Background: an optimization exercise with open tools, aiming at small area. Do not read the settings as production practice.
In this exercise RTL edits were held to simulation tests only and were not proved equivalent to the original.
No activity file was given, so power comes from the tool's default toggle rates.

File: flow/run.sh
#!/bin/bash
# synth_recipe.tcl (not shown) runs the flow's synth.tcl, then flattens the netlist and writes it again
# the make line also repeats each setting of config.mk as NAME=value (left out here)
make -C /OpenROAD-flow-scripts/flow DESIGN_CONFIG=/design/flow/config.mk WORK_HOME=/design/flow/orfs CLKGATE_MAP_FILE= SYNTH_SCRIPT=/design/flow/synth_recipe.tcl finish
File: flow/config.mk
export PLATFORM = sky130hd
export DESIGN_NAME = mic_array_cic
export DESIGN_NICKNAME = mic_array_cic
export VERILOG_FILES = /design/flow/design.v
export SDC_FILE = /design/flow/constraint.sdc
export NUM_CORES = 4
export LEC_CHECK = 0
export CAP_MARGIN = 20
export CORE_MARGIN = 2
export CORE_UTILIZATION = 40
export SLEW_MARGIN = 20
File: flow/constraint.sdc
create_clock -name core_clock -period 10.0 [get_ports {clk}]
set_input_delay 2.0000 -clock core_clock [delete_from_list [all_inputs] [get_ports {clk}]]
set_output_delay 2.0000 -clock core_clock [all_outputs]
set_load 0.01 [all_outputs]
File: flow/design.v
module cic_filter (
	clk,
	in_data,
	load,
	c0, c3, c03,
	c1, c2, c12,
	out_data);
	input		clk;
	input		in_data;		 
	input		load;			 
	input	[9:0]	c0, c3, c03;
	input	[11:0]	c1, c2, c12;
	output	[15:0]	out_data;
	reg [41:1]  dl;			 
	reg         s0, s3, s03;	 
	reg         s1, s2, s12;	 
	reg [16:0]  acc;
	wire d0  = s0 | s03;		 
	wire d14 = s1 | s12;		 
	wire d28 = s2 | s12;		 
	wire [9:0]  a = ({10{s0}} & c0) | ({10{s3}} & c3) | ({10{s03}} & c03);
	wire [11:0] b = ({12{s1}} & c1) | ({12{s2}} & c2) | ({12{s12}} & c12);
	wire [16:0] p  = load ? 17'd0 : acc;
	wire [16:0] na = ~{7'd0, a};
	wire [16:0] nb = ~{5'd0, b};
	wire [16:0] s  = p ^ na ^ nb;
	wire [16:0] cy = (p & na) | (p & nb) | (na & nb);
	wire [16:0] q  = {cy[15:0], 1'b1};
	wire [17:0] c;
	wire [16:0] sum;
	assign c[0] = 1'b1;
	genvar i;
	generate
		for (i = 0; i < 17; i = i + 1) begin : rc
			assign sum[i]   = s[i] ^ q[i] ^ c[i];
			assign c[i+1] = (s[i] & q[i]) | (s[i] & c[i]) | (q[i] & c[i]);
		end
	endgenerate
	always @(posedge clk) begin
		dl  <= {dl[40:29], d28, dl[27:15], d14, dl[13:1], d0};
		s0  <= in_data & ~dl[41];
		s3  <= ~in_data & dl[41];
		s03 <= in_data & dl[41];
		s1  <= dl[13] & ~dl[27];
		s2  <= ~dl[13] & dl[27];
		s12 <= dl[13] & dl[27];
		acc <= sum;
	end
	assign out_data = acc[16:1];
endmodule
module mic_cicfilter_connection (ph, v, c0, c3, c03, c1, c2, c12);
	input  [3:0]  ph;
	input  [3:0]  v;
	output [9:0]  c0, c3, c03;
	output [11:0] c1, c2, c12;
	reg [9:0]  h0, h3, h03;
	reg [11:0] h1, h2, h12;
	always @(*) begin
		case (ph)
		4'd0: begin h0 = 10'd560; h3 = 10'd0; h03 = 10'd560; h1 = 12'd1820; h2 = 12'd364; h12 = 12'd2184; end
		4'd1: begin h0 = 10'd455; h3 = 10'd0; h03 = 10'd455; h1 = 12'd1834; h2 = 12'd455; h12 = 12'd2289; end
		4'd2: begin h0 = 10'd364; h3 = 10'd0; h03 = 10'd364; h1 = 12'd1820; h2 = 12'd560; h12 = 12'd2380; end
		4'd3: begin h0 = 10'd286; h3 = 10'd1; h03 = 10'd287; h1 = 12'd1781; h2 = 12'd676; h12 = 12'd2457; end
		4'd4: begin h0 = 10'd220; h3 = 10'd4; h03 = 10'd224; h1 = 12'd1720; h2 = 12'd800; h12 = 12'd2520; end
		4'd5: begin h0 = 10'd165; h3 = 10'd10; h03 = 10'd175; h1 = 12'd1640; h2 = 12'd929; h12 = 12'd2569; end
		4'd6: begin h0 = 10'd120; h3 = 10'd20; h03 = 10'd140; h1 = 12'd1544; h2 = 12'd1060; h12 = 12'd2604; end
		4'd7: begin h0 = 10'd84; h3 = 10'd35; h03 = 10'd119; h1 = 12'd1435; h2 = 12'd1190; h12 = 12'd2625; end
		4'd8: begin h0 = 10'd56; h3 = 10'd56; h03 = 10'd112; h1 = 12'd1316; h2 = 12'd1316; h12 = 12'd2632; end
		4'd9: begin h0 = 10'd35; h3 = 10'd84; h03 = 10'd119; h1 = 12'd1190; h2 = 12'd1435; h12 = 12'd2625; end
		4'd10: begin h0 = 10'd20; h3 = 10'd120; h03 = 10'd140; h1 = 12'd1060; h2 = 12'd1544; h12 = 12'd2604; end
		4'd11: begin h0 = 10'd10; h3 = 10'd165; h03 = 10'd175; h1 = 12'd929; h2 = 12'd1640; h12 = 12'd2569; end
		4'd12: begin h0 = 10'd4; h3 = 10'd220; h03 = 10'd224; h1 = 12'd800; h2 = 12'd1720; h12 = 12'd2520; end
		4'd13: begin h0 = 10'd1; h3 = 10'd286; h03 = 10'd287; h1 = 12'd676; h2 = 12'd1781; h12 = 12'd2457; end
		default: begin h0 = 10'd0; h3 = 10'd0; h03 = 10'd0; h1 = 12'd0; h2 = 12'd0; h12 = 12'd0; end
		endcase
	end
	assign c0  = v[0] ? h0 : 10'd0;
	assign c3  = v[3] ? h3 : 10'd0;
	assign c03 = v[3] ? h03 : c0;
	assign c1  = v[1] ? h1 : 12'd0;
	assign c2  = v[2] ? h2 : 12'd0;
	assign c12 = v[2] ? h12 : c1;
endmodule
module mic_array_cic(clk, rst_n, pdm_in, filter_out, out_valid);
	input clk;
	input rst_n;			 
	input [15:0] pdm_in;
	output [255:0] filter_out;
	output out_valid;
	reg [3:0] ph;			 
	reg       first;		 
	reg [3:1] vm;			 
	reg       vld;
	always @(posedge clk) begin
		if (!rst_n) begin
			ph    <= 4'd13;
			first <= 1'b1;
			vm    <= 3'd0;
			vld   <= 1'b0;
		end
		else begin
			ph    <= (ph == 4'd13) ? 4'd0 : ph + 4'd1;
			first <= 1'b0;
			if (ph == 4'd13 && !first)
				vm <= {vm[2:1], 1'b1};
			vld   <= (ph == 4'd13);
		end
	end
	assign out_valid = vld;
	wire load = first | (ph == 4'd0);
	wire [9:0]  c0, c3, c03;
	wire [11:0] c1, c2, c12;
	mic_cicfilter_connection coef(.ph(ph), .v({vm, ~first}),
		.c0(c0), .c3(c3), .c03(c03), .c1(c1), .c2(c2), .c12(c12));
	genvar g;
	generate
		for (g = 0; g < 16; g = g + 1) begin : ch
			cic_filter f(.clk(clk), .in_data(pdm_in[g]), .load(load),
				.c0(c0), .c3(c3), .c03(c03), .c1(c1), .c2(c2), .c12(c12),
				.out_data(filter_out[16*g +: 16]));
		end
	endgenerate
endmodule
==> metrics list, run 1 <==
- The final number of hold-violating endpoints came to 0.
- Of the post-synthesis cell area, the dominant cell type holds 0.504.
- The synthesized-area fraction occupied by ao, oa, aoi and oai cells is 0.109.
- Result of the run: finished clean
- Clock transition at the register clock pins on the worst setup and hold paths after CTS: about 70 ps
- Top cells by area, synth: sky130_fd_sc_hd__dfxtp_1, sky130_fd_sc_hd__fa_1, sky130_fd_sc_hd__buf_4
- Post-Synth Adder-Cell Area: 0.204
- For this run, the leading register cell type out of synthesis is sky130_fd_sc_hd__dfxtp_1.
- Setup repair after global routing left no endpoint under its margin.
- During I/O placement, the number of pins put on the boundary was 275.
* Post-synth EDFFs: 0
- The worst setup path is captured at a register.
* Antenna violations before repair: 5
- The total overflow left after global routing is 0.
- The floorplan step defined a core boundary enclosing 98400 um^2.
* Share of synthesized registers carrying an async set or reset: 0
* Area growth syn-to-layout: 14.9%
- VDD IR-drop max: roughly 160 uV
* Worst clock skew: roughly 36 ps
* Vias in the first global route: ~25k
- The tool flagged a number of max-cap violations equal to 0.
- Tightest Pin Transition: roughly 1100 ps
* Number of DRC markers after the initial detailed-route iteration: around 3.5k
* Horiz. Die Dim: roughly 320 um
- After synthesis, the largest family of logic cells by area is adder cells.
- Setup WS post-layout: around 1000 ps
- Port Buffer Count: between 200 and 300
- Summed over all instances, the cell type with the most area after synthesis is sky130_fd_sc_hd__dfxtp_1.
- Nets: approximately 3.7k
- TritonCTS built the clock tree.
* Number of clock sinks seen by CTS: around 1k
- Sequential area share after synthesis: 0.504
- Element type at the critical path start: register
- The congestion estimate from routability-driven global placement came to roughly 0.94.
- Total routed wirelength: 121 mm
* Pin count of the biggest net entering global routing: 49
* Number of setup buffers added after CTS: 0
- After clock tree synthesis, the repair step resized 0 gates.
- The die covers 102000 um^2.
- Number of library cell types mapped by synthesis: 72
- Static Leakage: approximately 19 nW
- After synthesis, the mean cell area works out to roughly 12 um^2.
* FF+latch count, synth: 1001
* Worst hold path type: register to register
* Number of remaining DRC errors: 0
- Number of cells produced by synthesis: between 3k and 4k
* H-tree depth reported by CTS: 3
* All-layer global routing usage: 0.233
- Timing analysis after detailed placement gives a worst setup slack of 1150 ps.
- Proportion of layout cells with a drive suffix above 1: 0.105
* Final Critical Period: approximately 9000 ps
- Number of core rows: between 100 and 150
* Final HPWL DP: 80.7 mm
- Via-per-instance ratio: 5.39
- Counting the fill cells in the layout gives 8877.
- Synthesis Warnings: 3
- Summing over every cut layer, the via total after detailed routing is 25.0k.
- Measured against its own limit, the worst slew margin works out to 0.237.
- For the worst setup path, the data required time is between 10000 and 15000 ps.
* Arrival time of data at the critical path endpoint: about 9500 ps
- Dividing total power by cell area gives a power density of between 300 and 400 nW/um^2.
* Parity-gate share of the synthesized area counting xor and xnor cells: 0.00353
- The number of hold buffers added after CTS was 0.
- The number of max-slew violations in the final report was 0.
- Summed instance area of the synthesized netlist: slightly below 40000 um^2
- Of the available clock period, the critical path in the final layout requires 0.896.
* Post-route setup TNS: 0 ps
- Number of iterations in the first detailed-routing pass: 13
* Number of nets with antenna violations after detailed routing: 0
* Vert. Die Dim: about 320 um
- Of the total synthesized cell area, the portion taken by AND, OR, NAND and NOR gates is 0.0819.
- Routed wire length per instance: between 20 and 30 um
* Later-pin clock latency in the skew report: 690 ps
- Setup violations remaining at the end of the flow were counted as 0.
* Global-route wire length before repair: between 150 and 200 mm
- Tightest hold margin: between 300 and 400 ps
* Max Clock Freq: approximately 0.11 GHz
- Clock tree synthesis selected as its root buffer the cell sky130_fd_sc_hd__clkbuf_16.
- The worst setup path is of the register to register kind.
- Clock Path Buffers: 3
- Total clock buffers created by CTS: slightly below 100
* Mux cell area share after synthesis: 0.00286
- The design draws around 0.014 W.
- The initial utilization of the core area, before any placement, comes to 0.404.
- Critical-path maximum fanout: 16
[path summary, 6_finish.rpt]
| path | start | cells after the start | end | slack (ps) |
|---|---|---|---|---|
| worst min-delay path | ch[3].f.dl[35]$_DFF_P_ | 0 | ch[3].f.dl[36]$_DFF_P_ | 300 |
| worst max register to register | ph[1]$_SDFF_PP0_ | 22 | ch[6].f.acc[16]$_DFF_P_ | 1040 |
| worst max-delay path | ph[1]$_SDFF_PP0_ | 22 | ch[6].f.acc[16]$_DFF_P_ | 1040 |
| worst min register to register | ch[3].f.dl[35]$_DFF_P_ | 0 | ch[3].f.dl[36]$_DFF_P_ | 300 |
[state kept, by name, indices dropped and copies added (netlist names), 16 cells and up]
name and count:
ch.f.s12 16, ch.f.acc 272, ch.f.s2 16, ch.f.s1 16, ch.f.s03 16, ch.f.dl 624
ch.f.s3 16, ch.f.s0 16
[report_power, final]
group	total [W]	leakage [nW]	switching (W)	internal, W
logic	0.00499	8.58	0.00279	0.00220
clock network	0.00404	1.76	0.00161	0.00243
registers	0.00539	8.40	0.000578	0.00481
[area by class of cell]
type,instances,area (um^2),area share
inverter,235,882,0.0193
tap,1287,1610,0.0353
sequential,1001,20000,0.439
multi-input combinational,1570,16100,0.352
antenna,1,2.50,0.0000548
clock buffer,133,2840,0.0621
timing repair buffer,365,3450,0.0756
clock inverter,52,772,0.0169
[worst max-delay path, cell delays in order (launching register included)]
cell	delay, ps
sky130_fd_sc_hd__dfxtp_1	330
sky130_fd_sc_hd__inv_1	170
sky130_fd_sc_hd__ha_1	490
sky130_fd_sc_hd__or2_1	300
sky130_fd_sc_hd__nor4_1	70
sky130_fd_sc_hd__or3_1	830
sky130_fd_sc_hd__a222oi_1	730
sky130_fd_sc_hd__fa_1	530
sky130_fd_sc_hd__fa_1	410
sky130_fd_sc_hd__fa_1	460
sky130_fd_sc_hd__fa_1	460
sky130_fd_sc_hd__fa_1	460
sky130_fd_sc_hd__fa_1	480
sky130_fd_sc_hd__fa_1	480
sky130_fd_sc_hd__fa_1	480
sky130_fd_sc_hd__fa_1	490
sky130_fd_sc_hd__fa_1	470
sky130_fd_sc_hd__fa_1	520
sky130_fd_sc_hd__inv_1	120
sky130_fd_sc_hd__ha_1	160
sky130_fd_sc_hd__ha_1	160
sky130_fd_sc_hd__ha_1	160
sky130_fd_sc_hd__xnor2_1	60
[cells in the mapped netlist (all sizes together) (43+ instances only)]
master / count
dfxtp: 1001
fa: 336
buf: 325
inv: 235
and2: 225
a222oi: 191
nand2: 170
clkbuf: 155
ha: 110
nor2b: 80
or2: 55
a21o: 52
a22o: 48
nor2: 43
[routing by layer]
metal	up-vias	wire length [um]	track usage
li1	10800	-	-
met1	12200	46500	0.302
met2	1635	53100	0.358
met3	370	15500	0.0805
met4	8	5420	0.0895
met5	-	48	0
[metrics by stage]
stage	utilization	std cells	instance area, um^2
global route	0.464	4643	45700
floorplan	-	3286	39700
detailed placement	0.427	4458	42000
CTS	0.464	4643	45600
finish	0.464	4644	45700
global placement	0.427	4458	42000
[cells in the final DEF, fill, tap and decap left out, types with 12 or more instances in the layout]
master and n:
sky130_fd_sc_hd__nor2b_1 80, sky130_fd_sc_hd__a221oi_1 17, sky130_fd_sc_hd__nand2b_1 14, sky130_fd_sc_hd__or2_2 52
sky130_fd_sc_hd__a31oi_1 33, sky130_fd_sc_hd__a32o_1 16, sky130_fd_sc_hd__a22oi_1 16, sky130_fd_sc_hd__o31ai_1 16
sky130_fd_sc_hd__inv_1 234, sky130_fd_sc_hd__clkbuf_1 12, sky130_fd_sc_hd__bufinv_16 16, sky130_fd_sc_hd__nor2_1 43
sky130_fd_sc_hd__clkbuf_16 100, sky130_fd_sc_hd__nand2_1 169, sky130_fd_sc_hd__clkdlybuf4s50_1 274, sky130_fd_sc_hd__a21oi_1 31
sky130_fd_sc_hd__clkbuf_8 21, sky130_fd_sc_hd__a221o_1 16, sky130_fd_sc_hd__a21o_1 52, sky130_fd_sc_hd__ha_1 110
sky130_fd_sc_hd__dfxtp_1 1001, sky130_fd_sc_hd__buf_4 89, sky130_fd_sc_hd__fa_1 336, sky130_fd_sc_hd__a22o_1 48
sky130_fd_sc_hd__a222oi_1 191, sky130_fd_sc_hd__xnor2_1 16, sky130_fd_sc_hd__and2_1 225
[cells by family (layout without fill, tap and decap cells)]
kind of cell,Yosys count,after routing
flip-flops,1001,1001
buffers and inverters,715,785
AND/OR/NAND/NOR,604,604
AO/OA/AOI/OAI,495,495
adder cells (fa/ha/maj),446,446
XOR/XNOR,16,16
multiplexers,9,9
other,0,1
==> run 2: changes to the inputs <==
==> flow/flow/run.sh (new file) <==
#!/bin/bash
# The standard layout (the standard.sh), with one change: the buffer that
# placement puts on every input and output port is the smallest plain buffer
# (buf_1) instead of the cell buffer_ports picks by itself.
set -euo pipefail
export BUFFER_PORTS_ARGS="-buffer_cell sky130_fd_sc_hd__buf_1"
bash standard.sh > standard.log 2>&1
==> flow/standard.sh (new file) <==
#!/bin/bash
# synth_recipe.tcl (not shown) runs the flow's synth.tcl, then flattens the netlist and writes it again
# the make line also repeats each setting of config.mk as NAME=value (left out here)
make -C /OpenROAD-flow-scripts/flow DESIGN_CONFIG=/design/flow/config.mk WORK_HOME=/design/flow/orfs CLKGATE_MAP_FILE= SYNTH_SCRIPT=/design/flow/synth_recipe.tcl "${@:-finish}"
removed: flow/run.sh
==> run 2 against run 1 <==
Against the previous run:
- highest routed layer unchanged
- via count shrank 0.76%
- largest cell class unchanged
- first-iteration DRC count is essentially flat
- sequential share of layout area grew 2.1 points
==> metrics list, run 2 <==
* Result of the run: finished clean (unchanged)
- The TritonCTS clock tree is built (unchanged).
* Number of setup buffers added after CTS: 0 (unchanged)
* Most used standard cells in the synthesized netlist: sky130_fd_sc_hd__dfxtp_1, sky130_fd_sc_hd__fa_1, sky130_fd_sc_hd__buf_4 (unchanged)
- Pin count of the biggest net entering global routing: 90 (was 49)
* Area used by sequential logic in the layout: 20000 um^2 (unchanged)
- Hold path startpoint: ch[13].f.dl[26]$_DFF_P_ (was ch[3].f.dl[35]$_DFF_P_)
- The power density relative to cell area was 309 nW/um^2 (was 316 nW/um^2).
* Reg2Reg Depth: 22 (unchanged)
* Routed vias: 24.8k (was 25.0k)
- The most numerous cell in the Yosys netlist was sky130_fd_sc_hd__dfxtp_1 (unchanged).
- Horiz. Die Dim: 319 um (unchanged)
- The core utilization of the finished layout is 0.442 (was 0.464).
- Slew Limit Fails: 0 (unchanged)
* Routed wire length per instance: 25.3 um (was 26.0 um)
- The global-route wire length before repair was 169 mm (was 172 mm).
- The via-per-instance ratio is 5.36 (was 5.39).
- The number of levels the H-tree was split into came to 3 (unchanged).
- The initial antenna violation count came to 8 (was 5).
- The library cell used as clock root buffer was sky130_fd_sc_hd__clkbuf_16 (unchanged).
- The routed length on met2 is 50.5 mm (was 53.1 mm).
* Synth area leader: sky130_fd_sc_hd__dfxtp_1 (unchanged)
* Most used cells in the layout excluding fill and tap cells: sky130_fd_sc_hd__dfxtp_1, sky130_fd_sc_hd__fa_1, sky130_fd_sc_hd__buf_1, sky130_fd_sc_hd__inv_1, sky130_fd_sc_hd__and2_1 (was sky130_fd_sc_hd__dfxtp_1, sky130_fd_sc_hd__fa_1, sky130_fd_sc_hd__clkdlybuf4s50_1, sky130_fd_sc_hd__inv_1, sky130_fd_sc_hd__and2_1)
- The clock skew after layout is 32.5 ps (was 36.1 ps).
* Nets: 3726 (was 3735)
* Biggest register: ch.f.dl (unchanged)
- Routed length on met3: 15.8 mm (was 15.5 mm)
- Prevailing post-synth register cell: sky130_fd_sc_hd__dfxtp_1 (unchanged)
* Clock Path Buffers: 3 (unchanged)
- Proportion of layout cells with a drive suffix above 1: 0.102 (was 0.105)
- The timing-limited maximum frequency is 0.115 GHz (was 0.112 GHz).
- Hold EP: ch[13].f.dl[27]$_DFF_P_ (was ch[3].f.dl[36]$_DFF_P_)
* Routability Congestion: 0.983 (was 0.938)
- The static leakage power came to 17.8 nW (was 18.7 nW).
* VDD IR-drop max: 204 uV (was 159 uV)
- The placed wire-length estimate came to 79.3 mm (was 80.7 mm).
- Unrepaired setup endpoints after global routing: no (unchanged)
- The sum of negative setup slack is 0 ps (unchanged).
* Hold Violations, Final: 0 (unchanged)
* Number of core rows: 115 (unchanged)
- Port Buffer Count: 274 (unchanged)
* Die ar.: 102000 um^2 (unchanged)
- Vias in the first global route: 24.6k (was 24.8k)
- The most common library cell in the layout ignoring fill and taps is sky130_fd_sc_hd__dfxtp_1 (unchanged).
- Number of library cell types mapped by synthesis: 72 (unchanged)
- Starting utilization of the core area: 0.404 (unchanged)
* Tightest Pin Transition: 1240 ps (was 1140 ps)
- Largest register FFs: 624 (unchanged)
- Io pins: 275 (unchanged)
- Period utilisation layout: 0.866 (was 0.896)
* Depth of the worst hold-timing path: 0 (unchanged)
- FF+latch count, synth: 1001 (unchanged)
- The area taken by multi-input logic gates came to 16100 um^2 (about the same).
* Sequential area share after synthesis: 0.504 (unchanged)
* Total routed wirelength: 117 mm (was 121 mm)
- The class of the tightest hold or removal check is register to register (unchanged).
* Element type at the critical path start: register (unchanged)
* All-layer global routing usage: 0.228 (was 0.233)
* Total clock buffers created by CTS: 96 (was 98)
* Top layer reached by signal wires: met5 (unchanged)
* Hold_buf cts: 0 (unchanged)
- Number of iterations in the first detailed-routing pass: 15 (was 13)
- The post-synthesis async set-or-reset flop share came to 0 (unchanged).
* CP Class: register to register (unchanged)
- The mean instance size in the synthesized netlist is 12.1 um^2 (unchanged).
- The height of the chip is 319 um (unchanged).
* Number of clock sinks seen by CTS: 1001 (unchanged)
- Summed instance area of the synthesized netlist: 39700 um^2 (unchanged)
- The clock insertion delay at the later pin of the skew report was 680 ps (was 690 ps).
- The total of endpoints with negative setup slack in the final report is 0 (unchanged).
- Clock transition at the register clock pins on the worst setup and hold paths after CTS: 60 ps (was 70 ps)
* Max-slew headroom: 0.172 (was 0.237)
* Number of remaining DRC errors: 0 (unchanged)
- The end of the worst register-to-register path is ch[9].f.acc[16]$_DFF_P_ (was ch[6].f.acc[16]$_DFF_P_).
- Area growth syn-to-layout: 9.56% (was 14.9%)
- Endpoint required time on the critical path: 10590 ps (was 10550 ps)
- Number of cells produced by synthesis: 3286 (unchanged)
* Arrival time of data at the critical path endpoint: 9250 ps (was 9510 ps)
- The launch instance of the worst register-to-register path was ph[2]$_SDFF_PN1_ (was ph[1]$_SDFF_PP0_).
- Critical-path maximum fanout: 18 (was 16)
* R2r setup slk: 1340 ps (was 1040 ps)
* Synthesis Warnings: 3 (unchanged)
* Congestion Overflow GR: 0 (unchanged)
- Area fraction of the dominant cell type after synthesis: 0.504 (unchanged)
- The number of nets with antenna violations after routing is 0 (unchanged).
* Type of element capturing the critical path: register (unchanged)
- Sum of routed wire segments on met1: 44.9 mm (was 46.5 mm)
* Number of resized instances in the post-cts repair step: 0 (unchanged)
- Fillcell total: 9166 (was 8877)
* Post-synth EDFFs: 0 (unchanged)
* Regs by FF count: ch.f.dl: 624 flops, ch.f.acc: 272 flops (unchanged)
- Top cells by area, synth: sky130_fd_sc_hd__dfxtp_1, sky130_fd_sc_hd__fa_1, sky130_fd_sc_hd__buf_4 (unchanged)
* Number of DRC markers after the initial detailed-route iteration: 3486 (was 3484)
- The max capacitance violation total came to 0 (unchanged).
- CORE AREA: 98400 um^2 (unchanged)
- The final critical delay including setup and external delays came to 8660 ps (was 8960 ps).
- The minimum hold slack was 300 ps (was 303 ps).
run 2: cell families (layout without fill, tap and decap cells):
family / count (synthesis) / count (layout) / synth area share
AND/OR/NAND/NOR: 604 / 604 / 0.0819
multiplexers: 9 / 9 / 0.00286
AO/OA/AOI/OAI: 495 / 495 / 0.109
buffers and inverters: 715 / 774 / 0.0949
flip-flops: 1001 / 1001 / 0.504
adder cells (fa/ha/maj): 446 / 446 / 0.204
other: 0 / 2 / 0
XOR/XNOR: 16 / 16 / 0.00353
run 2: power breakdown:
group | total (W) | switching (W) | internal [W]
combinational | 0.00446 | 0.00282 | 0.00165
sequential | 0.00530 | 0.000492 | 0.00481
clock | 0.00370 | 0.00157 | 0.00212
run 2: worst max-delay path by stage:
stage | startpoint | endpoint | slack [ps] | depth (start not counted)
final | ph[2]$_SDFF_PN1_ | ch[9].f.acc[16]$_DFF_P_ | 1340 | 22
after global routing | ph[2]$_SDFF_PN1_ | ch[9].f.acc[16]$_DFF_P_ | 990 | 27
after CTS | ph[2]$_SDFF_PN1_ | ch[9].f.acc[16]$_DFF_P_ | 1320 | 21
after detailed placement | ph[2]$_SDFF_PN1_ | ch[9].f.acc[16]$_DFF_P_ | 1340 | 21
after global placement | ph[2]$_SDFF_PN1_ | ch[9].f.acc[16]$_DFF_P_ | 1440 | 21
after floorplan | ph[1]$_SDFF_PP0_ | ch[12].f.acc[16]$_DFF_P_ | 1940 | 29
run 2: stage by stage:
| stage | setup slack (ps) | cell area (um^2) | power, W | std cells |
|---|---|---|---|---|
| floorplan | 1940 | 39700 | 0.00852 | 3286 |
| global placement | 1440 | 40300 | 0.00975 | 4450 |
| detailed placement | 1340 | 40300 | 0.00981 | 4451 |
| CTS | 1320 | 43500 | 0.0136 | 4632 |
| global route | 986 | 43500 | 0.0143 | 4632 |
| finish | 1340 | 43500 | 0.0135 | 4634 |
run 2: final cells by class:
type	instances	share of cell area
repair buffers	358	0.0387
clock buffers	132	0.0619
inverters	235	0.0203
diodes	2	0.000115
clock inverters	49	0.0127
flip-flops and latches	1001	0.460
well taps	1287	0.0370
multi-input cells	1570	0.369
run 2: layer usage:
layer	GRT usage	up-vias
met1	0.288	12200
met4	0.107	12
li1	-	10700
met2	0.342	1553
met3	0.0892	357
met5	0	-
run 2: worst max-delay path, stage by stage, from the launching register on:
cell and delay (ps):
sky130_fd_sc_hd__dfxtp_1 760, sky130_fd_sc_hd__inv_1 320, sky130_fd_sc_hd__mux4_2 890, sky130_fd_sc_hd__nor2b_1 100
sky130_fd_sc_hd__a221o_1 310, sky130_fd_sc_hd__fa_1 560, sky130_fd_sc_hd__fa_1 160, sky130_fd_sc_hd__inv_1 50
sky130_fd_sc_hd__fa_1 480, sky130_fd_sc_hd__fa_1 470, sky130_fd_sc_hd__fa_1 460, sky130_fd_sc_hd__fa_1 460
sky130_fd_sc_hd__fa_1 470, sky130_fd_sc_hd__fa_1 460, sky130_fd_sc_hd__fa_1 460, sky130_fd_sc_hd__fa_1 470
sky130_fd_sc_hd__fa_1 460, sky130_fd_sc_hd__fa_1 440, sky130_fd_sc_hd__inv_1 180, sky130_fd_sc_hd__ha_1 190
sky130_fd_sc_hd__ha_1 150, sky130_fd_sc_hd__ha_1 150, sky130_fd_sc_hd__xnor2_1 110
==> run 3: changes to the inputs <==
--- a/flow/design.v
+++ b/flow/design.v
@@ -14,24 +14,24 @@
 	reg [41:1]  dl;			 
 	reg         s0, s3, s03;	 
 	reg         s1, s2, s12;	 
-	reg [16:0]  acc;
+	reg [15:0]  acc;
 	wire d0  = s0 | s03;		 
 	wire d14 = s1 | s12;		 
 	wire d28 = s2 | s12;		 
 	wire [9:0]  a = ({10{s0}} & c0) | ({10{s3}} & c3) | ({10{s03}} & c03);
 	wire [11:0] b = ({12{s1}} & c1) | ({12{s2}} & c2) | ({12{s12}} & c12);
-	wire [16:0] p  = load ? 17'd0 : acc;
-	wire [16:0] na = ~{7'd0, a};
-	wire [16:0] nb = ~{5'd0, b};
-	wire [16:0] s  = p ^ na ^ nb;
-	wire [16:0] cy = (p & na) | (p & nb) | (na & nb);
-	wire [16:0] q  = {cy[15:0], 1'b1};
-	wire [17:0] c;
-	wire [16:0] sum;
+	wire [15:0] p  = load ? 16'd0 : acc;
+	wire [15:0] na = ~{6'd0, a};
+	wire [15:0] nb = ~{4'd0, b};
+	wire [15:0] s  = p ^ na ^ nb;
+	wire [15:0] cy = (p & na) | (p & nb) | (na & nb);
+	wire [15:0] q  = {cy[14:0], 1'b1};
+	wire [16:0] c;
+	wire [15:0] sum;
 	assign c[0] = 1'b1;
 	genvar i;
 	generate
-		for (i = 0; i < 17; i = i + 1) begin : rc
+		for (i = 0; i < 16; i = i + 1) begin : rc
 			assign sum[i]   = s[i] ^ q[i] ^ c[i];
 			assign c[i+1] = (s[i] & q[i]) | (s[i] & c[i]) | (q[i] & c[i]);
 		end
@@ -46,7 +46,7 @@
 		s12 <= dl[13] & dl[27];
 		acc <= sum;
 	end
-	assign out_data = acc[16:1];
+	assign out_data = {acc != 16'd0, acc[15:1]};
 endmodule
 module mic_cicfilter_connection (ph, v, c0, c3, c03, c1, c2, c12);
 	input  [3:0]  ph;
--- a/flow/config.mk
+++ b/flow/config.mk
@@ -8,4 +8,6 @@
 export CAP_MARGIN = 20
 export CORE_MARGIN = 2
 export CORE_UTILIZATION = 40
+export CTS_CLUSTER_DIAMETER = 100
+export CTS_CLUSTER_SIZE = 30
 export SLEW_MARGIN = 20
==> run 3 against run 2 <==
Against the previous run:
- still clean on timing, DRC and antenna
- area after synthesis shrank 0.97%
- synthesized cell count grew 0.79%
- wire length grew 3.2%
- worst hold slack gained 26 ps
- first-iteration DRC count grew 9.3%
- sequential share of layout area grew 1.7 points
- highest routed layer unchanged
==> metrics list, run 3 <==
* Congestion Overflow GR: 0 (unchanged)
* Setup Viol. Count Final: 0 (unchanged)
* Fraction of the mapped netlist area in compound gates: 0.106 (was 0.109)
* Busiest grt layer: met2 (unchanged)
- Top cells by area, synth: sky130_fd_sc_hd__dfxtp_1, sky130_fd_sc_hd__fa_1, sky130_fd_sc_hd__a222oi_1 (was sky130_fd_sc_hd__dfxtp_1, sky130_fd_sc_hd__fa_1, sky130_fd_sc_hd__buf_4).
* Hold_buf cts: 0 (unchanged)
- Net switching power: 0.00474 W (was 0.00488 W)
- Diodes inserted: 0 (was 2)
* Pin count of the biggest net entering global routing: 62 (was 90)
* Later-pin clock latency in the skew report: 630 ps (was 680 ps)
* Number of remaining DRC errors: 0 (unchanged)
* Share of synthesized registers carrying an async set or reset: 0 (unchanged)
* Number of resized instances in the post-cts repair step: 0 (unchanged)
- The total power came to 0.0119 W (was 0.0135 W).
- Critical-path maximum fanout: 10 (was 18)
- The all-layer global routing usage is 0.236 (was 0.228).
* Number of DRC markers after the initial detailed-route iteration: 3809 (was 3486)
* Summed instance area of the synthesized netlist: 39400 um^2 (was 39700 um^2)
- The static leakage power was 16.3 nW (was 17.8 nW).
* Routability Congestion: 0.977 (was 0.983)
- Die ar.: 101000 um^2 (was 102000 um^2)
- Most used standard cells in the synthesized netlist: sky130_fd_sc_hd__dfxtp_1, sky130_fd_sc_hd__fa_1, sky130_fd_sc_hd__buf_4 (unchanged).
- The required time at the worst-slack endpoint came to 10540 ps (was 10590 ps).
* Number of nets with antenna violations after detailed routing: 0 (unchanged)
- Post-Synth Adder-Cell Area: 0.201 (was 0.204)
- The number of instances on the worst hold path came to 0 (unchanged).
- Clock Path Buffers: 3 (unchanged)
* Area fraction of the dominant cell type after synthesis: 0.501 (was 0.504)
* Nets: 3688 (was 3726)
- Met3 track demand over resource in global routing: 0.0752 (was 0.0892)
* Arrival time of data at the critical path endpoint: 9460 ps (was 9250 ps)
- The sequential group share of total power came to 0.456 (was 0.394).
- Unrepaired setup endpoints after global routing: no (unchanged).
- The xor and xnor area share after synthesis was 0.00356 (was 0.00353).
- Most frequent cell after synthesis: sky130_fd_sc_hd__dfxtp_1 (unchanged)
- The share of final-layout standard cells stronger than drive strength 1 came to 0.0687 (was 0.102).
- Tightest Pin Transition: 1270 ps (was 1240 ps)
- The startpoint type of the worst setup path was a register (unchanged).
- The dominant synthesized flop cell is sky130_fd_sc_hd__dfxtp_1 (unchanged).
- Share of total power in the clock network: 0.167 (was 0.275)
- Most used cells in the layout excluding fill and tap cells: sky130_fd_sc_hd__dfxtp_1, sky130_fd_sc_hd__fa_1, sky130_fd_sc_hd__buf_1, sky130_fd_sc_hd__inv_1, sky130_fd_sc_hd__and2_1 (unchanged)
- The number of flip-flops in the largest register was 624 (unchanged).
* Root cell of the clock tree: sky130_fd_sc_hd__clkbuf_16 (unchanged)
- The final critical delay including setup and external delays was 8920 ps (was 8660 ps).
- Regs by FF count: ch.f.dl: 624 flops, ch.f.acc: 256 flops (was ch.f.dl: 624 flops, ch.f.acc: 272 flops).
- The class of the tightest hold or removal check is register to register (unchanged).
- Total routed wirelength: 121 mm (was 117 mm)
* Final HPWL DP: 81.1 mm (was 79.3 mm)
- The dominant combinational cell family by area after synthesis is adder cells (unchanged).
- The number of setup buffers added after CTS is 0 (unchanged).
- Result of the run: finished clean (unchanged).
* Per-instance average area after synthesis: 11.9 um^2 (was 12.1 um^2)
- The relative contribution of combinational cells to total power was 0.378 (was 0.332).
* VDD IR-drop max: 136 uV (was 204 uV)
- Synth area leader: sky130_fd_sc_hd__dfxtp_1 (unchanged)
- Synthesis Warnings: 3 (unchanged)
- The share of the clock period used by the worst path after layout is 0.892 (was 0.866).
- Post-route setup TNS: 0 ps (unchanged)
* Global-route track usage on met1: 0.315 (was 0.288)
* Hold Violations, Final: 0 (unchanged)
* H-tree depth reported by CTS: 2 (was 3)
- The count of boundary I/O pins came to 275 (unchanged).
* FF+latch count, synth: 985 (was 1001)
* Met2 track demand over resource in global routing: 0.351 (was 0.342)
- Total clock buffers created by CTS: 40 (was 96)
* Sequential area share after synthesis: 0.501 (was 0.504)
- Slew Limit Fails: 0 (unchanged)
* Number of core rows: 115 (unchanged)
- The power density relative to cell area is 288 nW/um^2 (was 309 nW/um^2).
* Cell-internal power: 0.00714 W (was 0.00858 W)
- Global-route wire length before repair: 175 mm (was 169 mm)
* CORE AREA: 98000 um^2 (was 98400 um^2)
- TritonCTS clock tree: built (unchanged)
* Port Buffer Count: 274 (unchanged)
- The count of different cell masters after synthesis is 64 (was 72).
- The starting density of the core is 0.402 (was 0.404).
- The multiplexer share of the synthesized area was 0.00270 (was 0.00286).
* Area growth syn-to-layout: 4.92% (was 9.56%)
- The height of the chip is 318 um (was 319 um).
* Tightest hold margin: 325 ps (was 300 ps)
- Max Clock Freq: 0.112 GHz (was 0.115 GHz)
- Clock transition at the register clock pins on the worst setup and hold paths after CTS: 110 ps (was 60 ps)
* Number of cells produced by synthesis: 3312 (was 3286)
- Reg2Reg Depth: 26 (was 22)
- Number of iterations in the first detailed-routing pass: 14 (was 15)
- The core utilization of the finished layout came to 0.421 (was 0.442).
- Routed wire length per instance: 26.7 um (was 25.3 um)
- The via-per-instance ratio is 5.58 (was 5.36).
- CP Class: register to register (unchanged)
* Horiz. Die Dim: 318 um (was 319 um)
- The number of global-route vias before repair is 25.1k (was 24.6k).
- The vias after detailed routing was 25.3k (was 24.8k).
- The sort of element at the end of the critical path was a register (unchanged).
- The post-synthesis share of cell area spent on and, or, nand and nor gates came to 0.0964 (was 0.0819).
* Proportion of total power due to net switching: 0.399 (was 0.363)
* Maximum capacitance violations: 0 (unchanged)
- Antenna violations before repair: 4 (was 8)
* Worst clock skew: 32.2 ps (was 32.5 ps)
- Max-slew headroom: 0.152 (was 0.172)
- The number of enable-type register cells in the synthesized netlist came to 0 (unchanged).
- Biggest register: ch.f.dl (unchanged)
- The CTS sink count came to 985 (was 1001).
- The most common library cell in the layout ignoring fill and taps is sky130_fd_sc_hd__dfxtp_1 (unchanged).
-- run 3: changes by cell type after synthesis, moves of 19 or more --
cell,delta
sky130_fd_sc_hd__nor4_1,+63
sky130_fd_sc_hd__o21ai_0,+36
sky130_fd_sc_hd__a21o_1,-19
sky130_fd_sc_hd__clkbuf_1,+21
sky130_fd_sc_hd__buf_2,-20
-- run 3: worst paths after layout --
| kind | startpoint | end | slack [ps] |
|---|---|---|---|
| hold reg to reg | ch[15].f.dl[7]$_DFF_P_ | ch[15].f.dl[8]$_DFF_P_ | 330 |
| hold / removal | ch[15].f.dl[7]$_DFF_P_ | ch[15].f.dl[8]$_DFF_P_ | 330 |
| setup reg to reg | ph[1]$_SDFF_PP0_ | ch[6].f.acc[15]$_DFF_P_ | 1080 |
| setup / recovery | ph[1]$_SDFF_PP0_ | ch[6].f.acc[15]$_DFF_P_ | 1080 |
-- run 3: critical path: stages, from the launching register on --
cell                       delay, ps
sky130_fd_sc_hd__dfxtp_1         410
sky130_fd_sc_hd__buf_4           220
sky130_fd_sc_hd__inv_1           190
sky130_fd_sc_hd__ha_1            410
sky130_fd_sc_hd__inv_1           240
sky130_fd_sc_hd__nor2_2          700
sky130_fd_sc_hd__buf_4           410
sky130_fd_sc_hd__a222oi_1        200
sky130_fd_sc_hd__fa_1            460
sky130_fd_sc_hd__inv_1            60
sky130_fd_sc_hd__ha_1            170
sky130_fd_sc_hd__fa_1            170
sky130_fd_sc_hd__inv_1            60
sky130_fd_sc_hd__fa_1            450
sky130_fd_sc_hd__fa_1            490
sky130_fd_sc_hd__fa_1            460
sky130_fd_sc_hd__fa_1            470
sky130_fd_sc_hd__fa_1            460
sky130_fd_sc_hd__fa_1            480
sky130_fd_sc_hd__fa_1            460
sky130_fd_sc_hd__fa_1            490
sky130_fd_sc_hd__fa_1            470
sky130_fd_sc_hd__fa_1            420
sky130_fd_sc_hd__inv_1            60
sky130_fd_sc_hd__ha_1            140
sky130_fd_sc_hd__ha_1            160
sky130_fd_sc_hd__xnor2_1         110
-- run 3: per-layer routing --
metal / wire length [um] / vias up
li1: - / 10800
met1: 47800 / 12500
met2: 51300 / 1628
met3: 15400 / 388
met4: 6340 / 2
met5: 50 / -
-- run 3: per-stage QoR --
| step | instance area [um^2] | setup slack [ps] | cells |
|---|---|---|---|
| detailed placement | 40200 | 985 | 4484 |
| finish | 41300 | 1080 | 4533 |
| global route | 41300 | 737 | 4533 |
| CTS | 41300 | 964 | 4532 |
| global placement | 40100 | 1140 | 4482 |
| floorplan | 39400 | 2020 | 3312 |
-- run 3: final cells by class --
| type | instances | area (um^2) |
|---|---|---|
| flip-flops and latches | 985 | 19700 |
| inverters | 219 | 822 |
| well taps | 1287 | 1610 |
| repair buffers | 346 | 1630 |
| fillers | 9199 | 56700 |
| clock inverters | 6 | 86.3 |
| clock buffers | 42 | 1030 |
| multi-input cells | 1648 | 16400 |
-- run 3: power by group through the flow --
stage | sequential (W) | clock (W) | combinational, W
2_1_floorplan | 0.00509 | 0 | 0.00341
3_3_place_gp | 0.00548 | 0 | 0.00436
3_5_place_dp | 0.00549 | 0 | 0.00443
4_1_cts | 0.00541 | 0.00202 | 0.00445
5_1_grt | 0.00549 | 0.00215 | 0.00502
6_report | 0.00541 | 0.00198 | 0.00449
-- run 3: logic make-up (layout without fill, tap and decap cells) --
family / after synthesis / in the layout
AOI/OAI and AO/OA: 493 / 493
adders and majority gates: 430 / 430
and+or+nand+nor: 700 / 700
buffers and inverters: 679 / 613
DFF: 985 / 985
muxes: 9 / 9
xor gates and xnor gates: 16 / 16
==> run 4: changes to the inputs <==
--- a/flow/config.mk
+++ b/flow/config.mk
@@ -11,3 +11,4 @@
 export CTS_CLUSTER_DIAMETER = 100
 export CTS_CLUSTER_SIZE = 30
 export SLEW_MARGIN = 20
+export SYNTH_HIERARCHICAL = 1
==> run 4 against run 3 <==
Against the previous run:
- cell count decreased by 4.1%
- die area decreased by 0.81%
- wire length decreased by 4.1%
- clock power increased by 2%
- sequential power increased by 1%
==> metrics list, run 4 <==
* Synthesis Warnings: 9 (was 3)
* Number of setup buffers added after CTS: 0 (unchanged)
* Max-slew headroom: 0.158 (was 0.152)
- Number of iterations in the first detailed-routing pass: 15 (was 14)
- The number of enable-type register cells in the synthesized netlist was 0 (unchanged).
- The fraction of the yosys area taken by sequential cells was 0.505 (was 0.501).
* Net switching power: 0.00399 W (was 0.00474 W)
* Area growth syn-to-layout: 4.31% (was 4.92%)
- Biggest register: ch.f.dl (unchanged)
- Worst clock skew: 24.8 ps (was 32.2 ps)
- Horiz. Die Dim: 316 um (was 318 um)
* Top cells by area, synth: sky130_fd_sc_hd__dfxtp_1, sky130_fd_sc_hd__fa_1, sky130_fd_sc_hd__a222oi_1 (unchanged)
- Most common library cell in the layout ignoring fill and taps: sky130_fd_sc_hd__dfxtp_1 (unchanged)
- The number of nets with antenna violations after routing came to 0 (unchanged).
- Io pins: 275 (unchanged)
- The overall routed net length was 116 mm (was 121 mm).
- The sum of negative setup slack is 0 ps (unchanged).
- Final Critical Period: 8980 ps (was 8920 ps)
- Number of core rows: 114 (was 115)
- The net count reported at finish was 3505 (was 3688).
- Most used standard cells in the synthesized netlist: sky130_fd_sc_hd__dfxtp_1, sky130_fd_sc_hd__a222oi_1, sky130_fd_sc_hd__fa_1 (was sky130_fd_sc_hd__dfxtp_1, sky130_fd_sc_hd__fa_1, sky130_fd_sc_hd__buf_4).
- The number of levels the H-tree was split into is 2 (unchanged).
- The DRC violation total after the first TritonRoute iteration is 4427 (was 3809).
- Routability Congestion: 0.955 (was 0.977)
- Cell-internal power: 0.00689 W (was 0.00714 W)
- The post-synthesis async set-or-reset flop share came to 0 (unchanged).
- Number of resized instances in the post-cts repair step: 0 (unchanged)
* Clock transition at the register clock pins on the worst setup and hold paths after CTS: 120 ps (was 110 ps)
* Critical-path maximum fanout: 30 (was 10)
- The summed instance area of the synthesized netlist came to 39000 um^2 (was 39400 um^2).
- Prevailing post-synth register cell: sky130_fd_sc_hd__dfxtp_1 (unchanged)
- Period utilisation layout: 0.898 (was 0.892)
* All-layer global routing usage: 0.229 (was 0.236)
* Synth area leader: sky130_fd_sc_hd__dfxtp_1 (unchanged)
- The CTS sink count is 985 (unchanged).
* Power density over cell area: 267 nW/um^2 (was 288 nW/um^2)
- The number of inserted filler cells in the final layout came to 9135 (was 9199).
- The number of remaining DRC errors is 0 (unchanged).
- Congestion Overflow GR: 0 (unchanged)
- Most used cells in the layout excluding fill and tap cells: sky130_fd_sc_hd__dfxtp_1, sky130_fd_sc_hd__a222oi_1, sky130_fd_sc_hd__fa_1, sky130_fd_sc_hd__buf_1, sky130_fd_sc_hd__nor2b_1 (was sky130_fd_sc_hd__dfxtp_1, sky130_fd_sc_hd__fa_1, sky130_fd_sc_hd__buf_1, sky130_fd_sc_hd__inv_1, sky130_fd_sc_hd__and2_1).
* Post-layout utilization of the core: 0.421 (about the same)
* Root cell of the clock tree: sky130_fd_sc_hd__clkbuf_16 (unchanged)
* Post-Place Cells: 4290 (was 4484)
- The data arrival time of the critical path is 9520 ps (was 9460 ps).
* Unrepaired setup endpoints after global routing: no (unchanged)
- Most frequent cell after synthesis: sky130_fd_sc_hd__dfxtp_1 (unchanged)
- The number of hold buffers added after cts is 0 (unchanged).
* Routed wire length per instance: 26.7 um (about the same)
* Die ar.: 100000 um^2 (was 101000 um^2)
- CP Class: register to register (unchanged)
- The count of different cell masters after synthesis is 45 (was 64).
* Regs by FF count: ch.f.dl: 624 flops, ch.f.acc: 256 flops (unchanged)
- The number of flip-flops in the largest register was 624 (unchanged).
- CORE AREA: 96700 um^2 (was 98000 um^2)
* Max Clock Freq: 0.111 GHz (was 0.112 GHz)
- Proportion of total power due to net switching: 0.367 (was 0.399)
* Vert. Die Dim: 316 um (was 318 um)
* Global-route wire length before repair: 166 mm (was 175 mm)
- The sort of element at the end of the critical path is a register (unchanged).
* Clock Path Buffers: 3 (unchanged)
- The number of max-slew violations in the final report was 0 (unchanged).
- Antenna violations before repair: 6 (was 4)
- Element type at the critical path start: register (unchanged)
- Area used by sequential logic in the layout: 19700 um^2 (unchanged)
- The flip-flop and latch count after synthesis is 985 (unchanged).
* Tightest Pin Transition: 1260 ps (was 1270 ps)
* Number of cells produced by synthesis: 3052 (was 3312)
* Share of total power in combinational logic: 0.310 (was 0.378)
- The share of final-layout standard cells stronger than drive strength 1 is 0.0691 (was 0.0687).
- Worst hold path type: register to register (unchanged)
* Reg2Reg Depth: 22 (was 26)
- Vias in the first global route: 23.9k (was 25.1k)
- The share of the synthesized area in the top cell type is 0.505 (was 0.501).
* Static Leakage: 15.6 nW (was 16.3 nW)
- The via-per-instance ratio is 5.63 (was 5.58).
- Final HPWL DP: 76.0 mm (was 81.1 mm)
* Multi-input gate area: 15900 um^2 (was 16400 um^2)
* VDD IR-drop max: 105 uV (was 136 uV)
- Result of the run: finished clean (unchanged)
* Power share of the sequential group: 0.504 (was 0.456)
* Starting utilization of the core area: 0.404 (was 0.402)
- Hold Violations, Final: 0 (unchanged)
- Share of total power in the clock network: 0.185 (was 0.167)
- The number of instances on the worst hold path came to 0 (unchanged).
* Later-pin clock latency in the skew report: 630 ps (about the same)
- The final instance count without filler cells was 4346 (was 4533).
- The required time at the worst-slack endpoint was 10550 ps (was 10540 ps).
- The maximum number of pins on one net before global-route repair was 74 (was 62).
- The number of buffer cells added on primary ports came to 274 (unchanged).
- Routed vias: 24.5k (was 25.3k)
- The mean instance size in the synthesized netlist came to 12.8 um^2 (was 11.9 um^2).
* Maximum capacitance violations: 0 (unchanged)
- The number of clock buffers inserted by TritonCTS was 40 (unchanged).
- Setup Viol. Count Final: 0 (unchanged)
- The TritonCTS clock tree is built (unchanged).
## run 4: cell type report
| cell class | instances | share of cell area |
|---|---|---|
| sequential | 985 | 0.484 |
| multi-input combinational | 1473 | 0.391 |
| tap | 1276 | 0.0392 |
| timing repair buffer | 335 | 0.0366 |
| clock buffer | 44 | 0.0260 |
| inverter | 222 | 0.0205 |
| clock inverter | 8 | 0.00246 |
| antenna | 3 | 0.000184 |
## run 4: power by group through the flow
stage	clock (W)	combinational, W	sequential [W]
3_5_place_dp	0	0.00334	0.00557
4_1_cts	0.00208	0.00338	0.00549
2_1_floorplan	0	0.00289	0.00511
5_1_grt	0.00220	0.00384	0.00557
3_3_place_gp	0	0.00328	0.00557
6_report	0.00202	0.00338	0.00549
## run 4: worst paths after layout
check / startpoint / end / slack (ps)
max: ph[2]$_SDFF_PN1_ / ch[9].f.acc[15]$_DFF_P_ / 1020
min: ch[12].f.dl[26]$_DFF_P_ / ch[12].f.dl[27]$_DFF_P_ / 320
max reg2reg: ph[2]$_SDFF_PN1_ / ch[9].f.acc[15]$_DFF_P_ / 1020
min reg2reg: ch[12].f.dl[26]$_DFF_P_ / ch[12].f.dl[27]$_DFF_P_ / 320
## run 4: metrics by stage
step | hold slack (ps) | setup slack, ps | total power [W] | instance area (um^2)
final | 321 | 1020 | 0.0109 | 40700
after global routing | 333 | 759 | 0.0116 | 40700
after CTS | 315 | 1230 | 0.0109 | 40700
after detailed placement | 312 | 1260 | 0.00892 | 39500
after global placement | 310 | 1080 | 0.00885 | 39500
after floorplan | 310 | 1860 | 0.00800 | 39000
## run 4: routing by layer
metal  vias to the layer above  wire [um]  track usage
li1                      10400          -            -
met1                     12200      46100        0.312
met2                      1578      48800        0.332
met3                       271      15700       0.0824
met4                         8       5260       0.0882
met5                         -         50      0.00142
## run 4: Yosys stat by module (local to each module, per instance)
| module | copies in the design | cells | flip-flops and latches |
|---|---|---|---|
| cic_filter | 16 | 175 | 61 |
| mic_cicfilter_connection | 1 | 215 | 0 |
| mic_array_cic | 1 | 37 | 9 |
## run 4: critical path, cell delays in order, from the launching register on
cell and delay (ps):
sky130_fd_sc_hd__dfxtp_1 850, sky130_fd_sc_hd__buf_4 460, sky130_fd_sc_hd__inv_2 170, sky130_fd_sc_hd__nor2_1 250, sky130_fd_sc_hd__o311a_1 220, sky130_fd_sc_hd__a21o_1 890, sky130_fd_sc_hd__a222oi_1 320, sky130_fd_sc_hd__fa_1 560
sky130_fd_sc_hd__fa_1 430, sky130_fd_sc_hd__fa_1 470, sky130_fd_sc_hd__fa_1 460, sky130_fd_sc_hd__fa_1 450, sky130_fd_sc_hd__fa_1 460, sky130_fd_sc_hd__fa_1 410, sky130_fd_sc_hd__fa_1 400, sky130_fd_sc_hd__fa_1 400
sky130_fd_sc_hd__fa_1 410, sky130_fd_sc_hd__fa_1 410, sky130_fd_sc_hd__fa_1 380, sky130_fd_sc_hd__inv_1 60, sky130_fd_sc_hd__ha_1 140, sky130_fd_sc_hd__ha_1 150, sky130_fd_sc_hd__xnor2_1 110
## run 4: cell families after synthesis
kind of cell,synth area share
flops,0.505
fa+ha+maj,0.202
simple gates,0.0911
xor+xnor,0.00359
mux,0.00266
compound gates,0.102
buf+inv,0.0927
other cells,0.0000961
==> run 5: changes to the inputs <==
--- a/flow/design.v
+++ b/flow/design.v
@@ -1,13 +1,13 @@
 module cic_filter (
 	clk,
 	in_data,
-	load,
+	nload,
 	c0, c3, c03,
 	c1, c2, c12,
 	out_data);
 	input		clk;
 	input		in_data;		 
-	input		load;			 
+	input		nload;			 
 	input	[9:0]	c0, c3, c03;
 	input	[11:0]	c1, c2, c12;
 	output	[15:0]	out_data;
@@ -20,7 +20,7 @@
 	wire d28 = s2 | s12;		 
 	wire [9:0]  a = ({10{s0}} & c0) | ({10{s3}} & c3) | ({10{s03}} & c03);
 	wire [11:0] b = ({12{s1}} & c1) | ({12{s2}} & c2) | ({12{s12}} & c12);
-	wire [15:0] p  = load ? 16'd0 : acc;
+	wire [15:0] p  = acc & {16{nload}};
 	wire [15:0] na = ~{6'd0, a};
 	wire [15:0] nb = ~{4'd0, b};
 	wire [15:0] s  = p ^ na ^ nb;
@@ -107,7 +107,7 @@
 		end
 	end
 	assign out_valid = vld;
-	wire load = first | (ph == 4'd0);
+	wire nload = ~(first | (ph == 4'd0));
 	wire [9:0]  c0, c3, c03;
 	wire [11:0] c1, c2, c12;
 	mic_cicfilter_connection coef(.ph(ph), .v({vm, ~first}),
@@ -115,7 +115,7 @@
 	genvar g;
 	generate
 		for (g = 0; g < 16; g = g + 1) begin : ch
-			cic_filter f(.clk(clk), .in_data(pdm_in[g]), .load(load),
+			cic_filter f(.clk(clk), .in_data(pdm_in[g]), .nload(nload),
 				.c0(c0), .c3(c3), .c03(c03), .c1(c1), .c2(c2), .c12(c12),
 				.out_data(filter_out[16*g +: 16]));
 		end
==> run 5 against run 4 <==
Against the previous run:
- still clean
- setup slack got worse by 37 ps
- maximum frequency decreased by 0.41%
- first-iteration DRC count increased by 3.2%
- flip-flop and latch count unchanged
- critical path depth increased by 2
- sequential share of layout area increased by 0.11 points
- critical path type unchanged
- largest power group unchanged
==> metrics list, run 5 <==
- The TritonCTS clock tree is built (unchanged).
- The maximum buffer depth of the clock tree came to 3 (unchanged).
- Depth of the worst hold-timing path: 0 (unchanged)
- Io pins: 275 (unchanged)
- Number of resized instances in the post-cts repair step: 0 (unchanged)
* Startpoint of the worst register-to-register path: ph[0]$_SDFF_PN1_ (was ph[2]$_SDFF_PN1_)
* Hold_buf cts: 0 (unchanged)
- Max-slew headroom: 0.183 (was 0.158)
- Critical Path Stages: 24 (was 22)
- Crit path to: ch[7].f.acc[15]$_DFF_P_ (was ch[9].f.acc[15]$_DFF_P_)
- CORE AREA: 96400 um^2 (was 96700 um^2)
- The most numerous cell in the Yosys netlist was sky130_fd_sc_hd__dfxtp_1 (unchanged).
* Starting utilization of the core area: 0.403 (was 0.404)
- The summed instance area of the synthesized netlist came to 38800 um^2 (was 39000 um^2).
- The sort of element at the end of the critical path is a register (unchanged).
* Number of library cell types mapped by synthesis: 46 (was 45)
- The number of enable-type register cells in the synthesized netlist is 0 (unchanged).
* Critical-path maximum fanout: 21 (was 30)
- Proportion of layout cells with a drive suffix above 1: 0.0700 (was 0.0691)
- The all-layer global routing usage is 0.228 (was 0.229).
- The count of TritonRoute iterations in the first routing pass is 17 (was 15).
- Number of remaining DRC errors: 0 (unchanged)
- The number of clock buffers inserted by TritonCTS is 42 (was 40).
- Die ar.: 99600 um^2 (was 100000 um^2)
- The slowest cell on the critical path was sky130_fd_sc_hd__and2_1 (was sky130_fd_sc_hd__a21o_1).
- Post-layout utilization of the core: 0.421 (about the same)
- Share of synthesized registers carrying an async set or reset: 0 (unchanged)
- Final Critical Period: 9010 ps (was 8980 ps)
- Per-instance average area after synthesis: 12.7 um^2 (was 12.8 um^2)
* Reg2Reg Depth: 24 (was 22)
- Element type at the critical path start: register (unchanged)
* Area growth syn-to-layout: 4.62% (was 4.31%)
- The timing-limited maximum frequency came to 0.111 GHz (about the same).
- Tightest Pin Transition: 1230 ps (was 1260 ps)
- Horiz. Die Dim: 316 um (about the same)
- The maximum number of pins on one net before global-route repair is 83 (was 74).
- The final estimated routing congestion in global placement was 0.995 (was 0.955).
* Synth area leader: sky130_fd_sc_hd__dfxtp_1 (unchanged)
* Regs by FF count: ch.f.dl: 624 flops, ch.f.acc: 256 flops (unchanged)
* VDD IR-drop max: 124 uV (was 105 uV)
- The share of the clock period used by the worst path after layout is 0.901 (was 0.898).
- Cell-by-cell listing of the critical path: ha_1 > nand2b_1 > o21ai_1 > and2_1 > a222oi_1 > fa_1 > inv_1 > ha_1 > inv_1 > fa_1 > fa_1 > fa_1 > fa_1 > fa_1 > fa_1 > fa_1 > fa_1 > fa_1 > fa_1 > fa_1 > inv_1 > ha_1 > ha_1 > xnor2_1 (was buf_4 > inv_2 > nor2_1 > o311a_1 > a21o_1 > a222oi_1 > fa_1 > fa_1 > fa_1 > fa_1 > fa_1 > fa_1 > fa_1 > fa_1 > fa_1 > fa_1 > fa_1 > fa_1 > inv_1 > ha_1 > ha_1 > xnor2_1).
* Worst hold path type: register to register (unchanged)
* Most used standard cells in the synthesized netlist: sky130_fd_sc_hd__dfxtp_1, sky130_fd_sc_hd__a222oi_1, sky130_fd_sc_hd__fa_1 (unchanged)
- The power density relative to cell area was 269 nW/um^2 (was 267 nW/um^2).
- Number of DRC markers after the initial detailed-route iteration: 4567 (was 4427)
- Largest register FFs: 624 (unchanged)
- Nets: 3505 (unchanged)
- The register containing the most flip-flops in the final layout is ch.f.dl (unchanged).
- The sum of negative setup slack came to 0 ps (unchanged).
- The number of levels the H-tree was split into came to 2 (unchanged).
* Later-pin clock latency in the skew report: 620 ps (was 630 ps)
- The vias after detailed routing came to 24.5k (about the same).
- Setup Viol. Count Final: 0 (unchanged)
- The end of the worst register-to-register path was ch[7].f.acc[15]$_DFF_P_ (was ch[9].f.acc[15]$_DFF_P_).
- Final HPWL DP: 75.8 mm (was 76.0 mm)
- Endpoint required time on the critical path: 10540 ps (was 10550 ps)
- R2r setup slk: 990 ps (was 1020 ps)
- Top cells by area, synth: sky130_fd_sc_hd__dfxtp_1, sky130_fd_sc_hd__fa_1, sky130_fd_sc_hd__a222oi_1 (unchanged)
* Slew Limit Fails: 0 (unchanged)
- The flip-flop and latch count after synthesis was 985 (unchanged).
- The launch point of the worst path is ph[0]$_SDFF_PN1_ (was ph[2]$_SDFF_PN1_).
- The cell family contributing the most delay on the critical path is adder cells (unchanged).
* Number of nets with antenna violations after detailed routing: 0 (unchanged)
- The global-route wire length before repair is 165 mm (was 166 mm).
* Root cell of the clock tree: sky130_fd_sc_hd__clkbuf_16 (unchanged)
- The dominant synthesized flop cell is sky130_fd_sc_hd__dfxtp_1 (unchanged).
* Library cell appearing most often on the critical path: sky130_fd_sc_hd__fa_1 (unchanged)
- Total routed wirelength: 115 mm (was 116 mm)
- Synthesis Warnings: 9 (unchanged)
- The number of setup buffers added after CTS is 0 (unchanged).
- The data arrival time of the critical path was 9550 ps (was 9520 ps).
- The routed wire length per instance is 26.5 um (was 26.7 um).
* Clock transition at the register clock pins on the worst setup and hold paths after CTS: 110 ps (was 120 ps)
* Sequential area share after synthesis: 0.508 (was 0.505)
* Congestion Overflow GR: 0 (unchanged)
- The most common library cell in the layout ignoring fill and taps is sky130_fd_sc_hd__dfxtp_1 (unchanged).
- The via-per-instance ratio is 5.63 (about the same).
- The max capacitance violation total is 0 (unchanged).
* Hold Violations, Final: 0 (unchanged)
- Unrepaired setup endpoints after global routing: no (unchanged)
- Slowest Stage Delay on Critical Path: 970 ps (was 890 ps)
- The static leakage power was 15.7 nW (was 15.6 nW).
- Most used cells in the layout excluding fill and tap cells: sky130_fd_sc_hd__dfxtp_1, sky130_fd_sc_hd__a222oi_1, sky130_fd_sc_hd__fa_1, sky130_fd_sc_hd__buf_1, sky130_fd_sc_hd__inv_1 (was sky130_fd_sc_hd__dfxtp_1, sky130_fd_sc_hd__a222oi_1, sky130_fd_sc_hd__fa_1, sky130_fd_sc_hd__buf_1, sky130_fd_sc_hd__nor2b_1)
- The CTS sink count was 985 (unchanged).
* Port Buffer Count: 274 (unchanged)
- The height of the chip was 316 um (about the same).
- Number of cells produced by synthesis: 3051 (was 3052)
- Result of the run: finished clean (unchanged).
* Worst clock skew: 30.8 ps (was 24.8 ps)
* Area fraction of the dominant cell type after synthesis: 0.508 (was 0.505)
- The classification of the worst setup path is register to register (unchanged).
- The row count is 114 (unchanged).
- The worst path buffer plus inverter count was 3 (unchanged).
- Vias in the first global route: 23.8k (was 23.9k)
- Antenna violations before repair: 6 (unchanged)
-- run 5: cell count changes after synthesis --
cell and delta:
sky130_fd_sc_hd__a21oi_1 +1, sky130_fd_sc_hd__and2_1 +176, sky130_fd_sc_hd__buf_2 -16, sky130_fd_sc_hd__clkbuf_2 +16, sky130_fd_sc_hd__nand2_1 +78, sky130_fd_sc_hd__nand2b_1 -80
sky130_fd_sc_hd__nor2b_1 -176
-- run 5: worst min-delay path by stage --
| stage | startpoint | endpoint | slack [ps] |
|---|---|---|---|
| CTS | ch[0].f.dl[39]$_DFF_P_ | ch[0].f.dl[40]$_DFF_P_ | 300 |
| floorplan | ch[0].f.dl[9]$_DFF_P_ | ch[0].f.dl[10]$_DFF_P_ | 310 |
| detailed placement | ch[11].f.dl[16]$_DFF_P_ | ch[11].f.dl[17]$_DFF_P_ | 310 |
| finish | ch[0].f.dl[39]$_DFF_P_ | ch[0].f.dl[40]$_DFF_P_ | 310 |
| global placement | ch[5].f.dl[16]$_DFF_P_ | ch[5].f.dl[17]$_DFF_P_ | 310 |
| global route | ch[0].f.dl[39]$_DFF_P_ | ch[0].f.dl[40]$_DFF_P_ | 320 |
-- run 5: area by class of cell --
type / instances / area, um^2
diodes: 3 / 7.51
flip-flops and latches: 985 / 19700
multi-input cells: 1472 / 15700
clock buffers: 44 / 1080
repair buffers: 334 / 1490
clock inverters: 13 / 178
fillers: 9095 / 55800
inverters: 222 / 833
well taps: 1276 / 1600
-- run 5: where the power goes --
part / internal [W] / switching, W / leakage [nW]
sequential: 0.00472 / 0.000769 / 8.28
clock: 0.000843 / 0.00126 / 0.616
combinational: 0.00132 / 0.00200 / 6.85
total: 0.00689 / 0.00402 / 15.7
-- run 5: per-module statistics from Yosys (local to each module, per instance) --
module,flops+latches,copies in the design
mic_cicfilter_connection,0,1
cic_filter,61,16
mic_array_cic,9,1
-- run 5: metal layers --
layer  vias to the layer above  part of all wire  wire [um]  track usage
met5                         -           0.00035         40            0
met4                         6             0.047       5390       0.0930
met3                       285              0.14      16100       0.0823
met2                      1717              0.42      48400        0.329
met1                     12000              0.39      45300        0.310
li1                      10500                 -          -            -
-- run 5: logic make-up (layout without fill, tap and decap cells) --
kind of cell	Yosys count	count (layout)	synth area share
compound gates	426	426	0.103
simple gates	587	587	0.0862
mux	10	10	0.00267
flops	985	985	0.508
xor+xnor	16	16	0.00361
other cells	1	6	0.0000966
buf+inv	596	613	0.0932
fa+ha+maj	430	430	0.204
-- run 5: through the flow --
| stage | hold slack [ps] | setup slack [ps] | std cells | total power (W) | cell area [um^2] |
|---|---|---|---|---|---|
| final | 306 | 986 | 4349 | 0.0109 | 40600 |
| after global routing | 321 | 783 | 4346 | 0.0116 | 40600 |
| after detailed placement | 312 | 1200 | 4289 | 0.00887 | 39400 |
| after floorplan | 310 | 417 | 3053 | 0.00796 | 38800 |
| after CTS | 305 | 1150 | 4346 | 0.0110 | 40600 |
| after global placement | 310 | 1350 | 4289 | 0.00879 | 39400 |
-- run 5: worst reg2reg max path, stage by stage, from the launching register on --
cell	delay [ps]
sky130_fd_sc_hd__dfxtp_1	820
sky130_fd_sc_hd__ha_1	450
sky130_fd_sc_hd__nand2b_1	220
sky130_fd_sc_hd__o21ai_1	160
sky130_fd_sc_hd__and2_1	970
sky130_fd_sc_hd__a222oi_1	350
sky130_fd_sc_hd__fa_1	540
sky130_fd_sc_hd__inv_1	60
sky130_fd_sc_hd__ha_1	130
sky130_fd_sc_hd__inv_1	50
sky130_fd_sc_hd__fa_1	440
sky130_fd_sc_hd__fa_1	480
sky130_fd_sc_hd__fa_1	470
sky130_fd_sc_hd__fa_1	460
sky130_fd_sc_hd__fa_1	420
sky130_fd_sc_hd__fa_1	390
sky130_fd_sc_hd__fa_1	410
sky130_fd_sc_hd__fa_1	420
sky130_fd_sc_hd__fa_1	420
sky130_fd_sc_hd__fa_1	420
sky130_fd_sc_hd__fa_1	380
sky130_fd_sc_hd__inv_1	70
sky130_fd_sc_hd__ha_1	150
sky130_fd_sc_hd__ha_1	150
sky130_fd_sc_hd__xnor2_1	120

-- what the ideal ports hide --
Ports are ideal in the flow. The routed layouts listed here were re-timed in OpenROAD.
Step 1: set_driving_cell puts a clkbuf_16 on clk and a buf_2 on each other input, an assumption about the parent block.
Step 2 adds t to the input delays and takes it off the output delays; t is the mean of the earliest and latest rising clock arrival at the registers after step 1. Input paths then give back, and output paths get back, about the clock's delay inside the block.
Slacks: ideal ports / drivers / drivers and shift; pairs: ideal ports / drivers.
run | shift t [ns] | setup WS [ns] | hold WS [ns] | worst slew at a driven data input, ns
run 1 | 0.738 | 1.043 / 1.043 / 1.043 | 0.303 / 0.303 / 0.303 | 0.11
run 2 | 0.733 | 1.338 / 1.338 / 1.338 | 0.300 / 0.300 / 0.300 | 0.11
run 3 | 0.686 | 1.080 / 1.080 / 1.080 | 0.325 / 0.325 / 0.325 | 0.11
run 4 | 0.685 | 1.023 / 1.023 / 1.023 | 0.321 / 0.321 / 0.321 | 0.15
run 5 | 0.674 | 0.986 / 0.986 / 0.986 | 0.306 / 0.306 / 0.306 | 0.14
After both steps setup and hold are still met in every run listed.
